Background: an optimization exercise with open tools, aiming at small area. Do not read the settings as production practice. The RTL was checked by simulation tests, not by an equivalence proof against the original design. Power and IR drop assume default switching activity.

==> 06-10: inputs <==
==> flow/design.v <==
`timescale 1ns / 1ps
module debounce_one_shot(
    input CLK,
    input EN,
    input RST,
    input BTN,
    output logic DB_BTN
    );
    logic       ph;
    logic [5:0] q;
    wire s25 = q[1] & q[3] & q[4];               
    wire s52 = q[1] & q[2] & q[3] & q[4];        
    wire s53 = q[2] & q[3] & q[4] & q[5];        
    wire last = ph ? s53 : s25;                  
    wire adv  = ph ? (s52 | s53 | ~BTN) : BTN;   
    wire step = adv & ~last;
    assign DB_BTN = ph & s52;
    wire load = EN | RST;                        
    wire move = EN & step & ~RST;                
    wire wrap = RST | (EN & ph & s53);           
    wire hold = ~load;
    wire fb   = ~(q[5] ^ q[0]);
    always_ff @(posedge CLK) begin
        ph   <= (load & ~RST & (ph ? ~s53 : (BTN & s25))) | (hold & ph);
        q[0] <= (move & fb)   | (hold & q[0]);
        q[1] <= (move & q[0]) | (hold & q[1]);
        q[2] <= (move & q[1]) | (hold & q[2]);
        q[3] <= (move & q[2]) | (hold & q[3]);
        q[4] <= (move & q[3]) | (hold & q[4]);
        q[5] <= (move & q[4]) | wrap | (hold & q[5]);
    end
endmodule
`timescale 1ns / 1ps
module position_mover(
    input RBTN,
    input LBTN,
    input clock,
    input en,
    input reset,
    input rst,
    output [2:0] columnPosition
    );
    logic [2:0] position;
    always_ff @(posedge clock) begin
        if (reset)
            position <= 3'b011;
        else if (en) begin
            if (rst)
                position <= 3'b011;
            else if (RBTN && !LBTN && !(position[2] && position[1]))
                position <= position + 3'd1;
            else if (LBTN && !RBTN && position != 3'd0)
                position <= position - 3'd1;
        end
    end
    assign columnPosition = position;
endmodule
`timescale 1ns / 1ps
module game_state(
    input clock,
    input en,
    input reset,
    input rst,
    input select,
    input [2:0] columnPosition,
    output logic [7:0] green_driver,
    output logic [7:0] blue_driver,
    output logic [7:0] row_driver
    );
    logic       turn;
    logic [2:0] topPos;
    logic       topTurn;
    logic [2:0] scan;
    wire clr = reset | (en & rst);
    always_ff @(posedge clock) begin
        if (clr)
            turn <= 1'b0;
        else if (en & select)
            turn <= ~turn;
    end
    always_ff @(posedge clock) begin
        if (reset) begin
            topPos  <= 3'd7;
            topTurn <= 1'b0;
            scan    <= 3'd0;
        end else if (en) begin
            topPos  <= columnPosition;
            topTurn <= turn;
            scan    <= scan + 3'd1;
        end
    end
    wire       s0 = (scan == 3'd0);
    wire       s2 = (scan == 3'd2);
    wire [4:0] lvl;                      
    wire [5:1] above;                    
    assign lvl[0] = (scan == 3'd7);
    assign lvl[1] = (scan == 3'd6);
    assign lvl[2] = (scan == 3'd5);
    assign lvl[3] = (scan == 3'd4);
    assign lvl[4] = (scan == 3'd3);
    assign above[1] = lvl[0];
    assign above[2] = scan[2] & scan[1];
    assign above[3] = scan[2] & (scan[1] | scan[0]);
    assign above[4] = scan[2];
    assign above[5] = scan[2] | (scan[1] & scan[0]);
    wire topTurnRow = s0 & topTurn;
    logic [5:0] w   [0:6];
    logic [6:0] sel;                     
    logic [5:0] cw;                      
    always_comb begin
        cw = 6'd0;
        for (int i = 0; i < 7; i++) begin
            sel[i] = (columnPosition == i);
            cw = cw | ({6{sel[i]}} & w[i]);
        end
    end
    wire [5:0] cp = {1'b0, cw[5], cw[5] | cw[4], cw[5] | cw[4] | cw[3],
                     cw[5] | cw[4] | cw[3] | cw[2], cw[5] | cw[4] | cw[3] | cw[2] | cw[1]};
    wire [5:0] ct = cw & ~cp;            
    wire [5:0] nw = {cw[5] | ct[4], (cw[4:0] & ~(ct[4:0] & {5{~turn}})) | {ct[3:0], 1'b0}};
    wire drop = en & select & ~rst & ~reset;
    genvar gc;
    generate
        for (gc = 0; gc < 7; gc++) begin : col
            logic og, ob;
            wire [5:0] cwc = w[gc];
            wire d    = drop & sel[gc];
            wire hold = ~(d | clr);
            always_ff @(posedge clock) begin
                w[gc] <= ({6{d}} & nw) | ({6{hold}} & cwc) | {5'b0, clr};
                og    <= ~clr & (og | (d & ~turn & cwc[5]));
                ob    <= ~clr & (ob | (d & turn & cwc[5]));
            end
            wire lit = (cwc[1] & above[1]) | (cwc[2] & above[2]) | (cwc[3] & above[3]) |
                       (cwc[4] & above[4]) | (cwc[5] & above[5]) |
                       (s0 & (topPos == gc));
            wire blu = (cwc[0] & lvl[0]) | (cwc[1] & lvl[1]) | (cwc[2] & lvl[2]) |
                       (cwc[3] & lvl[3]) | (cwc[4] & lvl[4]) | topTurnRow;
            assign green_driver[7 - gc] = ~((lit & ~blu) | (s2 & og));
            assign blue_driver[7 - gc]  = ~((lit & blu) | (s2 & ob));
        end
    endgenerate
    assign green_driver[0] = 1'b1;
    assign blue_driver[0]  = 1'b1;
    assign row_driver = 8'd1 << scan;
endmodule
`timescale 1ns / 1ps
`timescale 1ns / 1ps
module connect_four(
    input clock,
    input reset,                        
    input rbtn, lbtn, mbtn, bbtn,
    output logic [7:0] row, greenColumn, blueColumn
    );
    logic tick, db_mbtn, db_bbtn, db_lbtn, db_rbtn;
    logic [2:0] position;
    clk_div MYCLOCK (.clk(clock), .reset(reset), .sclk(tick));
    debounce_one_shot debouncer1 (.CLK(clock), .EN(tick), .RST(reset), .BTN(mbtn), .DB_BTN(db_mbtn));
    debounce_one_shot debouncer2 (.CLK(clock), .EN(tick), .RST(reset), .BTN(bbtn), .DB_BTN(db_bbtn));
    debounce_one_shot debouncer3 (.CLK(clock), .EN(tick), .RST(reset), .BTN(rbtn), .DB_BTN(db_rbtn));
    debounce_one_shot debouncer4 (.CLK(clock), .EN(tick), .RST(reset), .BTN(lbtn), .DB_BTN(db_lbtn));
    position_mover mover (
        .RBTN(db_rbtn), .LBTN(db_lbtn), .rst(db_bbtn),
        .clock(clock), .en(tick), .reset(reset),
        .columnPosition(position)
    );
    game_state game (
        .clock(clock), .en(tick), .reset(reset),
        .rst(db_bbtn), .select(db_mbtn), .columnPosition(position),
        .green_driver(greenColumn), .blue_driver(blueColumn), .row_driver(row)
    );
endmodule
module clk_div (
    input clk,
    input reset,
    output sclk
    );
    logic [6:0] q;
    assign sclk = ~q[6] & ~q[5] & ~q[3] & q[2] & ~q[1] & ~q[0];
    always_ff @(posedge clk) begin
        if (reset)
            q <= 7'b1011110;
        else
            q <= {q[5], q[4] | sclk, q[3:0], ~(q[6] ^ q[0])};
    end
endmodule
==> flow/flow/run.sh <==
#!/bin/bash
# Layout flow: the standard ORFS flow with these changes.
#  1. The design is synthesized again from design.v with the same Yosys
#     front end as the standard synthesis (synth -flatten -nofsm -noshare,
#     the same $func$ renaming) but an area-oriented ABC script. Each
#     flip-flop is then given the instance name of the standard synthesis's
#     flip-flop on the same Q net; the two must pair one to one with the
#     same cell types. If they do not, the standard netlist's combinational
#     logic is re-mapped with the same ABC script instead, keeping its
#     flip-flops as they are.
#  2. Ports are buffered with the smallest buffer (buf_1).
#  3. Clock tree synthesis adds no dummy loads.
# Each tool's full output goes to a log file in this folder.
set -euo pipefail
HERE=$(pwd)
R=$HERE/orfs/results/$FLOW_PLATFORM/connect_four/base
LIB=$FLOW_HOME/platforms/$FLOW_PLATFORM/lib/sky130_fd_sc_hd__tt_025C_1v80.lib
KNOBS=("BUFFER_PORTS_ARGS=-buffer_cell sky130_fd_sc_hd__buf_1"
       "CTS_ARGS=-sink_clustering_enable -repair_clock_nets -buf_list sky130_fd_sc_hd__clkbuf_8 -dont_use_dummy_load")
ABC="abc -liberty $LIB -dont_use *lpflow* -dont_use *probe* -script $HERE/flow/area.abc"
FINISH="opt_clean -purge
setundef -zero
hilomap -singleton -hicell sky130_fd_sc_hd__conb_1 HI -locell sky130_fd_sc_hd__conb_1 LO
insbuf -buf sky130_fd_sc_hd__buf_4 A X
splitnets
opt_clean -purge
check -assert -mapped"

ffs() { grep -oE '^ *sky130_fd_sc_hd__df[a-z0-9_]+ [^ ]+' "$1" | sort; }

bash standard.sh "${KNOBS[@]}" synth > 1_standard_synth.log 2>&1
cp "$R/1_2_yosys.v" 1_2_yosys_standard.v

# 2a. own synthesis from the design
cat > own_synth.ys <<EOT
read_verilog -sv $FLOW_DESIGN
synth -flatten -top $FLOW_TOP -nofsm -noshare
rename -hide w:*\$func\$*
dfflibmap -liberty $LIB -dont_use *lpflow* -dont_use *probe*
opt
$ABC
$FINISH
write_verilog -noattr -nohex -nodec own_unnamed.v
EOT
CHOSEN=""
if yosys -s own_synth.ys > own_synth.log 2>&1 &&
   python3 flow/ffnames.py 1_2_yosys_standard.v own_unnamed.v own_rename.ys > ffnames.log 2>&1; then
  cat > own_rename_apply.ys <<EOT
read_liberty -lib $LIB
read_verilog own_unnamed.v
hierarchy -top $FLOW_TOP
cd $FLOW_TOP
script own_rename.ys
cd
tee -o own_stat.txt stat -liberty $LIB
write_verilog -noattr -nohex -nodec own_named.v
EOT
  if yosys -s own_rename_apply.ys > own_rename_apply.log 2>&1 &&
     diff <(ffs 1_2_yosys_standard.v) <(ffs own_named.v) > ff_check_own.log 2>&1; then
    CHOSEN=own_named.v
  fi
fi

# 2b. otherwise re-map the standard netlist's combinational logic
if [[ -z "$CHOSEN" ]]; then
  python3 flow/mkmap.py "$LIB" cells_map.v > mkmap.log 2>&1
  cat > resynth.ys <<EOT
read_liberty -lib $LIB
read_verilog 1_2_yosys_standard.v
hierarchy -top $FLOW_TOP
techmap -map cells_map.v
techmap
opt -fast
opt_clean -purge
$ABC
$FINISH
tee -o resynth_stat.txt stat -liberty $LIB
write_verilog -noattr -nohex -nodec 1_2_yosys_resynth.v
EOT
  yosys -s resynth.ys > resynth.log 2>&1
  diff <(ffs 1_2_yosys_standard.v) <(ffs 1_2_yosys_resynth.v) > ff_check_resynth.log 2>&1
  CHOSEN=1_2_yosys_resynth.v
fi
echo "netlist used: $CHOSEN" > netlist_choice.log
cp "$CHOSEN" "$R/1_2_yosys.v"
rm -f "$R/1_synth.odb"

# 3. the rest of the standard flow
bash standard.sh "${KNOBS[@]}" finish > 2_standard_finish.log 2>&1
==> flow/flow/area.abc <==
strash
balance
rewrite
refactor
balance
rewrite
rewrite -z
balance
refactor -z
rewrite -z
balance
&get -n
&dch -f
&nf -a -R 1000
&put
==> flow/flow/ffnames.py <==
# Usage: ffnames.py standard.v own.v out.ys
# Pairs each flip-flop of own.v with the standard synthesis's flip-flop that
# drives the same Q net and writes Yosys rename commands giving it the
# standard instance name. Exits 1 unless the pairing is one-to-one with the
# same cell types.
import re, sys
def flops(path):
    text = open(path).read()
    res = {}
    for m in re.finditer(r'(sky130_fd_sc_hd__df\w+)\s+(\\\S+|\S+)\s*\((.*?)\);', text, re.S):
        cell, name, body = m.groups()
        q = re.search(r'\.Q\(\s*(.*?)\s*\)\s*(,|$)', body, re.S)
        if not q: sys.exit('no Q on ' + name)
        net = q.group(1).replace(' ', '')
        if net in res: sys.exit('two flops on ' + net)
        res[net] = (cell, name)
    return res
std, own = flops(sys.argv[1]), flops(sys.argv[2])
if set(std) != set(own): sys.exit('Q nets differ: %s' % sorted(set(std) ^ set(own))[:10])
with open(sys.argv[3], 'w') as f:
    for net, (cell, name) in own.items():
        scell, sname = std[net]
        if scell != cell: sys.exit('cell type differs on ' + net)
        f.write('rename %s %s\n' % (name if name.startswith('\\') else '\\' + name, sname))
print(len(own), 'flip-flops paired')
==> flow/flow/mkmap.py <==
# Writes a Yosys techmap file that turns each combinational sky130 cell into
# its logic function (from the Liberty file), for re-mapping with ABC.
import re, sys
lib = open(sys.argv[1]).read()
def blocks(text, kind):
    for m in re.finditer(r'\b%s\s*\(\s*"?([A-Za-z0-9_]+)"?\s*\)\s*\{' % kind, text):
        i = m.end(); depth = 1
        while depth:
            c = text[i]
            if c == '{': depth += 1
            elif c == '}': depth -= 1
            i += 1
        yield m.group(1), text[m.end():i-1]
out = []
for name, body in blocks(lib, 'cell'):
    if re.search(r'\b(ff|latch|statetable)\s*\(', body): continue
    ins, outs = [], []
    ok = True
    for pin, pb in blocks(body, 'pin'):
        d = re.search(r'direction\s*:\s*"?(\w+)', pb)
        if not d: continue
        if d.group(1) == 'input': ins.append(pin)
        elif d.group(1) == 'output':
            f = re.search(r'function\s*:\s*"([^"]*)"', pb)
            if not f or 'VPWR' in f.group(1) or 'VGND' in f.group(1): ok = False; break
            outs.append((pin, f.group(1)))
        else: ok = False
    if not ok or not outs: continue
    ports = ins + [o for o, _ in outs]
    s = 'module %s(%s);\n' % (name, ', '.join(ports))
    for i in ins: s += '  input %s;\n' % i
    for o, f in outs:
        e = f.replace('!', '~').replace('+', '|').replace('*', '&')
        s += '  output %s;\n  assign %s = %s;\n' % (o, o, e)
    out.append(s + 'endmodule\n')
open(sys.argv[2], 'w').write(''.join(out))
print(len(out), 'cells')
==> flow/standard.sh <==
#!/bin/bash
# synth_recipe.tcl (not shown) runs the flow's synth.tcl, then flattens the netlist and writes it again
# the make line also repeats each setting of config.mk as NAME=value (left out here)
make -C /OpenROAD-flow-scripts/flow DESIGN_CONFIG=/design/flow/config.mk WORK_HOME=/design/flow/orfs CLKGATE_MAP_FILE= SYNTH_SCRIPT=/design/flow/synth_recipe.tcl "${@:-finish}"
==> flow/config.mk <==
export PLATFORM = sky130hd
export DESIGN_NAME = connect_four
export DESIGN_NICKNAME = connect_four
export VERILOG_FILES = /design/flow/design.v
export SDC_FILE = /design/flow/constraint.sdc
export NUM_CORES = 4
export LEC_CHECK = 0
export CAP_MARGIN = 20
export CORE_MARGIN = 2
export CORE_UTILIZATION = 40
export CTS_BUF_LIST = sky130_fd_sc_hd__clkbuf_8
export PLACE_DENSITY = 0.6
export SLEW_MARGIN = 20
==> flow/constraint.sdc <==
create_clock -name core_clock -period 10.0 [get_ports {clock}]
set_input_delay 2.0000 -clock core_clock [delete_from_list [all_inputs] [get_ports {clock}]]
set_output_delay 2.0000 -clock core_clock [all_outputs]
set_load 0.01 [all_outputs]
==> 08-20 (differences from 06-10) <==
==> flow/design.v, changed modules only <==
module game_state(
    input clock,
    input en,
    input reset,
    input rst,
    input select,
    input [2:0] columnPosition,
    output logic [7:0] green_driver,
    output logic [7:0] blue_driver,
    output logic [7:0] row_driver
    );
    logic       turn;
    logic [2:0] topPos;
    logic       topTurn;
    logic [2:0] scan;
    wire clr = reset | (en & rst);
    always_ff @(posedge clock) begin
        if (clr)
            turn <= 1'b0;
        else if (en & select)
            turn <= ~turn;
    end
    always_ff @(posedge clock) begin
        if (reset) begin
            topPos  <= 3'd7;
            topTurn <= 1'b0;
            scan    <= 3'd0;
        end else if (en) begin
            topPos  <= columnPosition;
            topTurn <= turn;
            scan    <= scan + 3'd1;
        end
    end
    wire       s0 = (scan == 3'd0);
    wire       s2 = (scan == 3'd2);
    wire [4:0] lvl;                      
    wire [5:1] above;                    
    assign lvl[0] = (scan == 3'd7);
    assign lvl[1] = (scan == 3'd6);
    assign lvl[2] = (scan == 3'd5);
    assign lvl[3] = (scan == 3'd4);
    assign lvl[4] = (scan == 3'd3);
    assign above[1] = lvl[0];
    assign above[2] = scan[2] & scan[1];
    assign above[3] = scan[2] & (scan[1] | scan[0]);
    assign above[4] = scan[2];
    assign above[5] = scan[2] | (scan[1] & scan[0]);
    wire topTurnRow = s0 & topTurn;
    logic [5:0] w   [0:6];
    logic [6:0] og, ob;
    logic [6:0] sel;                     
    logic [5:0] cw;                      
    logic       cog, cob;                
    always_comb begin
        cw = 6'd0;
        cog = 1'b0;
        cob = 1'b0;
        for (int i = 0; i < 7; i++) begin
            sel[i] = (columnPosition == i);
            cw = cw | ({6{sel[i]}} & w[i]);
            cog = cog | (sel[i] & og[i]);
            cob = cob | (sel[i] & ob[i]);
        end
    end
    wire nog = cog | (cw[5] & ~turn);
    wire nob = cob | (cw[5] & turn);
    wire [5:0] cp = {1'b0, cw[5], cw[5] | cw[4], cw[5] | cw[4] | cw[3],
                     cw[5] | cw[4] | cw[3] | cw[2], cw[5] | cw[4] | cw[3] | cw[2] | cw[1]};
    wire [5:0] ct = cw & ~cp;            
    wire [5:0] nw = {cw[5] | ct[4], (cw[4:0] & ~(ct[4:0] & {5{~turn}})) | {ct[3:0], 1'b0}};
    wire drop = en & select & ~rst & ~reset;
    genvar gc;
    generate
        for (gc = 0; gc < 7; gc++) begin : col
            wire [5:0] cwc = w[gc];
            wire d    = drop & sel[gc];
            wire hold = ~(d | clr);
            always_ff @(posedge clock) begin
                w[gc] <= ({6{d}} & nw) | ({6{hold}} & cwc) | {5'b0, clr};
                og[gc] <= (d & nog) | (hold & og[gc]);
                ob[gc] <= (d & nob) | (hold & ob[gc]);
            end
            wire lit = (cwc[1] & above[1]) | (cwc[2] & above[2]) | (cwc[3] & above[3]) |
                       (cwc[4] & above[4]) | (cwc[5] & above[5]) |
                       (s0 & (topPos == gc));
            wire blu = (cwc[0] & lvl[0]) | (cwc[1] & lvl[1]) | (cwc[2] & lvl[2]) |
                       (cwc[3] & lvl[3]) | (cwc[4] & lvl[4]) | topTurnRow;
            assign green_driver[7 - gc] = ~((lit & ~blu) | (s2 & og[gc]));
            assign blue_driver[7 - gc]  = ~((lit & blu) | (s2 & ob[gc]));
        end
    endgenerate
    assign green_driver[0] = 1'b1;
    assign blue_driver[0]  = 1'b1;
    assign row_driver = 8'd1 << scan;
endmodule
--- a/flow/flow/run.sh
+++ b/flow/flow/run.sh
@@ -3,12 +3,15 @@
 #  1. The design is synthesized again from design.v with the same Yosys
 #     front end as the standard synthesis (synth -flatten -nofsm -noshare,
-#     the same $func$ renaming) but an area-oriented ABC script. Each
+#     the same $func$ renaming) but an area-oriented ABC script (deepsyn, four seeds,
+#     smallest result kept). Each
 #     flip-flop is then given the instance name of the standard synthesis's
 #     flip-flop on the same Q net; the two must pair one to one with the
 #     same cell types. If they do not, the standard netlist's combinational
-#     logic is re-mapped with the same ABC script instead, keeping its
+#     logic is re-mapped with an area ABC script instead, keeping its
 #     flip-flops as they are.
 #  2. Ports are buffered with the smallest buffer (buf_1).
 #  3. Clock tree synthesis adds no dummy loads.
+#  4. The layout steps after synthesis do not use buffers of drive 4 and up
+#     (the platform's own don't-use cells stay don't-use).
 # Each tool's full output goes to a log file in this folder.
 set -euo pipefail
@@ -32,6 +35,9 @@
 cp "$R/1_2_yosys.v" 1_2_yosys_standard.v
 
-# 2a. own synthesis from the design
-cat > own_synth.ys <<EOT
+# 2a. own synthesis from the design, with four ABC seeds run side by side;
+#     the smallest netlist that checks out is kept
+own_synth() {  # $1: seed
+  cat > own_synth_$1.ys <<EOT
+read_liberty -lib $LIB
 read_verilog -sv $FLOW_DESIGN
 synth -flatten -top $FLOW_TOP -nofsm -noshare
@@ -39,14 +45,26 @@
 dfflibmap -liberty $LIB -dont_use *lpflow* -dont_use *probe*
 opt
-$ABC
+abc -liberty $LIB -dont_use *lpflow* -dont_use *probe* -script $HERE/flow/deep$1.abc
 $FINISH
-write_verilog -noattr -nohex -nodec own_unnamed.v
+tee -o own_stat_$1.txt stat -liberty $LIB
+write_verilog -noattr -nohex -nodec own_unnamed_$1.v
 EOT
+  yosys -s own_synth_$1.ys > own_synth_$1.log 2>&1
+}
+for s in 1 2 3 4; do own_synth $s & done
+wait || true
+BEST=""; BEST_AREA=""
+for s in 1 2 3 4; do
+  [[ -f own_unnamed_$s.v && -f own_stat_$s.txt ]] || continue
+  A=$(awk '/Chip area/ {print $NF}' own_stat_$s.txt)
+  if [[ -z "$BEST" ]] || awk -v a="$A" -v b="$BEST_AREA" 'BEGIN {exit !(a < b)}'; then BEST=$s; BEST_AREA=$A; fi
+done
+echo "own synthesis areas: $(grep -h 'Chip area' own_stat_*.txt 2>/dev/null | awk '{print $NF}' | tr '\n' ' ') best seed: $BEST" > own_choice.log
 CHOSEN=""
-if yosys -s own_synth.ys > own_synth.log 2>&1 &&
-   python3 flow/ffnames.py 1_2_yosys_standard.v own_unnamed.v own_rename.ys > ffnames.log 2>&1; then
+if [[ -n "$BEST" ]] &&
+   python3 flow/ffnames.py 1_2_yosys_standard.v own_unnamed_$BEST.v own_rename.ys > ffnames.log 2>&1; then
   cat > own_rename_apply.ys <<EOT
 read_liberty -lib $LIB
-read_verilog own_unnamed.v
+read_verilog own_unnamed_$BEST.v
 hierarchy -top $FLOW_TOP
 cd $FLOW_TOP
@@ -87,3 +105,5 @@
 
 # 3. the rest of the standard flow
-bash standard.sh "${KNOBS[@]}" finish > 2_standard_finish.log 2>&1
+PLATFORM_DONT_USE="sky130_fd_sc_hd__probe_p_8 sky130_fd_sc_hd__probec_p_8 sky130_fd_sc_hd__lpflow_bleeder_1 sky130_fd_sc_hd__lpflow_clkbufkapwr_1 sky130_fd_sc_hd__lpflow_clkbufkapwr_16 sky130_fd_sc_hd__lpflow_clkbufkapwr_2 sky130_fd_sc_hd__lpflow_clkbufkapwr_4 sky130_fd_sc_hd__lpflow_clkbufkapwr_8 sky130_fd_sc_hd__lpflow_clkinvkapwr_1 sky130_fd_sc_hd__lpflow_clkinvkapwr_16 sky130_fd_sc_hd__lpflow_clkinvkapwr_2 sky130_fd_sc_hd__lpflow_clkinvkapwr_4 sky130_fd_sc_hd__lpflow_clkinvkapwr_8 sky130_fd_sc_hd__lpflow_decapkapwr_12 sky130_fd_sc_hd__lpflow_decapkapwr_3 sky130_fd_sc_hd__lpflow_decapkapwr_4 sky130_fd_sc_hd__lpflow_decapkapwr_6 sky130_fd_sc_hd__lpflow_decapkapwr_8 sky130_fd_sc_hd__lpflow_inputiso0n_1 sky130_fd_sc_hd__lpflow_inputiso0p_1 sky130_fd_sc_hd__lpflow_inputiso1n_1 sky130_fd_sc_hd__lpflow_inputiso1p_1 sky130_fd_sc_hd__lpflow_inputisolatch_1 sky130_fd_sc_hd__lpflow_isobufsrc_1 sky130_fd_sc_hd__lpflow_isobufsrc_16 sky130_fd_sc_hd__lpflow_isobufsrc_2 sky130_fd_sc_hd__lpflow_isobufsrc_4 sky130_fd_sc_hd__lpflow_isobufsrc_8 sky130_fd_sc_hd__lpflow_isobufsrckapwr_16 sky130_fd_sc_hd__lpflow_lsbuf_lh_hl_isowell_tap_1 sky130_fd_sc_hd__lpflow_lsbuf_lh_hl_isowell_tap_2 sky130_fd_sc_hd__lpflow_lsbuf_lh_hl_isowell_tap_4 sky130_fd_sc_hd__lpflow_lsbuf_lh_isowell_4 sky130_fd_sc_hd__lpflow_lsbuf_lh_isowell_tap_1 sky130_fd_sc_hd__lpflow_lsbuf_lh_isowell_tap_2 sky130_fd_sc_hd__lpflow_lsbuf_lh_isowell_tap_4"
+SMALL_BUFFERS_ONLY="sky130_fd_sc_hd__buf_4 sky130_fd_sc_hd__buf_6 sky130_fd_sc_hd__buf_8 sky130_fd_sc_hd__buf_12 sky130_fd_sc_hd__buf_16 sky130_fd_sc_hd__bufbuf_8 sky130_fd_sc_hd__bufbuf_16 sky130_fd_sc_hd__bufinv_8 sky130_fd_sc_hd__bufinv_16"
+bash standard.sh "${KNOBS[@]}" "DONT_USE_CELLS=$PLATFORM_DONT_USE $SMALL_BUFFERS_ONLY" finish > 2_standard_finish.log 2>&1
==> flow/flow/deep1.abc (new file) <==
strash
&get -n
&deepsyn -T 60 -S 1
&put
&get -n
&dch -f
&nf -F 20 -A 20 -E 100 -R 1000
&put
==> flow/flow/deep2.abc (new file) <==
strash
&get -n
&deepsyn -T 60 -S 2
&put
&get -n
&dch -f
&nf -F 20 -A 20 -E 100 -R 1000
&put
==> flow/flow/deep3.abc (new file) <==
strash
&get -n
&deepsyn -T 60 -S 3
&put
&get -n
&dch -f
&nf -F 20 -A 20 -E 100 -R 1000
&put
==> flow/flow/deep4.abc (new file) <==
strash
&get -n
&deepsyn -T 60 -S 4
&put
&get -n
&dch -f
&nf -F 20 -A 20 -E 100 -R 1000
&put
--- a/flow/config.mk
+++ b/flow/config.mk
@@ -8,6 +8,6 @@
 export CAP_MARGIN = 20
 export CORE_MARGIN = 2
-export CORE_UTILIZATION = 40
+export CORE_UTILIZATION = 70
 export CTS_BUF_LIST = sky130_fd_sc_hd__clkbuf_8
-export PLACE_DENSITY = 0.6
+export PLACE_DENSITY = 0.8
 export SLEW_MARGIN = 20
==> summary of the runs <==
Between 06-10 and 08-20, the lower combinational power is in 06-10 (gap about 33%, measured against 08-20).
In 06-10 the final cell count is higher than in 08-20, by about 16%.
In 08-20 the wire length is lower than in 06-10, by 9.2%.
Against 06-10, the via count of 08-20 is higher by 1.2%.
In 08-20 the sequential share of layout area is higher than in 06-10, by 2.5 points.
In 06-10 the synthesized cell count is higher than in 08-20, by about 7%.
In 08-20 the clock skew is lower than in 06-10, by 0.016 ns.
Against 08-20, the final area of 06-10 is higher by about 6%.
Setup slack: 06-10 is worse than 08-20 (0.15 ns).
Of 06-10 and 08-20, 08-20 has the higher core utilization (gap 33 points).
In 06-10 the non-clock buffer count is higher than in 08-20, by 2.
==> figures <==
| metric | 06-10 | 08-20 |
|---|---|---|
| Run status | no timing/DRC/antenna violations | no timing/DRC/antenna violations |
| Power Clock | 0.000208 W | 0.000203 W |
| Avg Vias per Cell | 6.11 | 7.20 |
| Total combinational power | 0.0000140 W | 0.0000210 W |
| Startpoint of the tightest hold check path | MYCLOCK.q[3] | game.ob[3] |
| Wire length after detailed routing | 13.7 mm | 12.4 mm |
| Transition time of the tightest slew-check pin | 1.11 ns | 1.03 ns |
| Flip-flop and latch share of the layout cell area | 41.3% | 43.8% |
| Cell area reported after detailed placement | 4820 um^2 | 4530 um^2 |
| Smallest hold slack | 0.449 ns | 0.459 ns |
| Switching power as a share of total power | 22.0% | 22.3% |
| Final Instance Count excl. Fillers | 718 | 617 |
| Max rail drop VDD | 0.0000887 V | 0.000103 V |
| Routing usage on met2 | 35.9% | 56.3% |
| Height of the chip | 110 um | 82.6 um |
| Sequential share of power | 64.7% | 64.8% |
| Wirelength per Cell | 19.0 um | 20.1 um |
| Non-clk bufs | 34 | 32 |
| Endpoint of the lowest-slack register-to-register path | game.w[0][3] | game.w[6][3] |
| Routed met2 length | 5.94 mm | 5.19 mm |
| Share of cells above drive strength 1 | 3.63% | 1.85% |
| Maximum clock skew at final layout | 0.0323 ns | 0.0167 ns |
| LEAKAGE | 1.64 nW | 1.51 nW |

separate check: timing with driven ports:
No port has a modelled driver above. Below, the same layouts with a new extraction and two added sets of constraints.
Step 1 sets driving cells, clkbuf_16 on the clock port and buf_2 on the other inputs (assumed; they add their load-dependent delay and slew).
Step 2 adds t to the input delays and takes it off the output delays; t is the mean of the earliest and latest rising clock arrival at the registers after step 1. Input paths then give back, and output paths get back, about the clock's delay inside the block.
a / b / c = ideal ports / drivers / drivers and shift; a / b = the first two.
run | shift t [ns] | slack for setup (ns) | hold slack, ns | worst setup path at the end | worst register clock-pin slew, ns
06-10 | 0.419 | 4.894 / 4.855 / 5.274 | 0.449 / 0.449 / 0.449 | register to output | 0.10 / 0.10
08-20 | 0.386 | 5.046 / 5.014 / 5.164 | 0.459 / 0.459 / 0.459 | input to register | 0.09 / 0.09
After both steps every run listed still meets setup and hold.
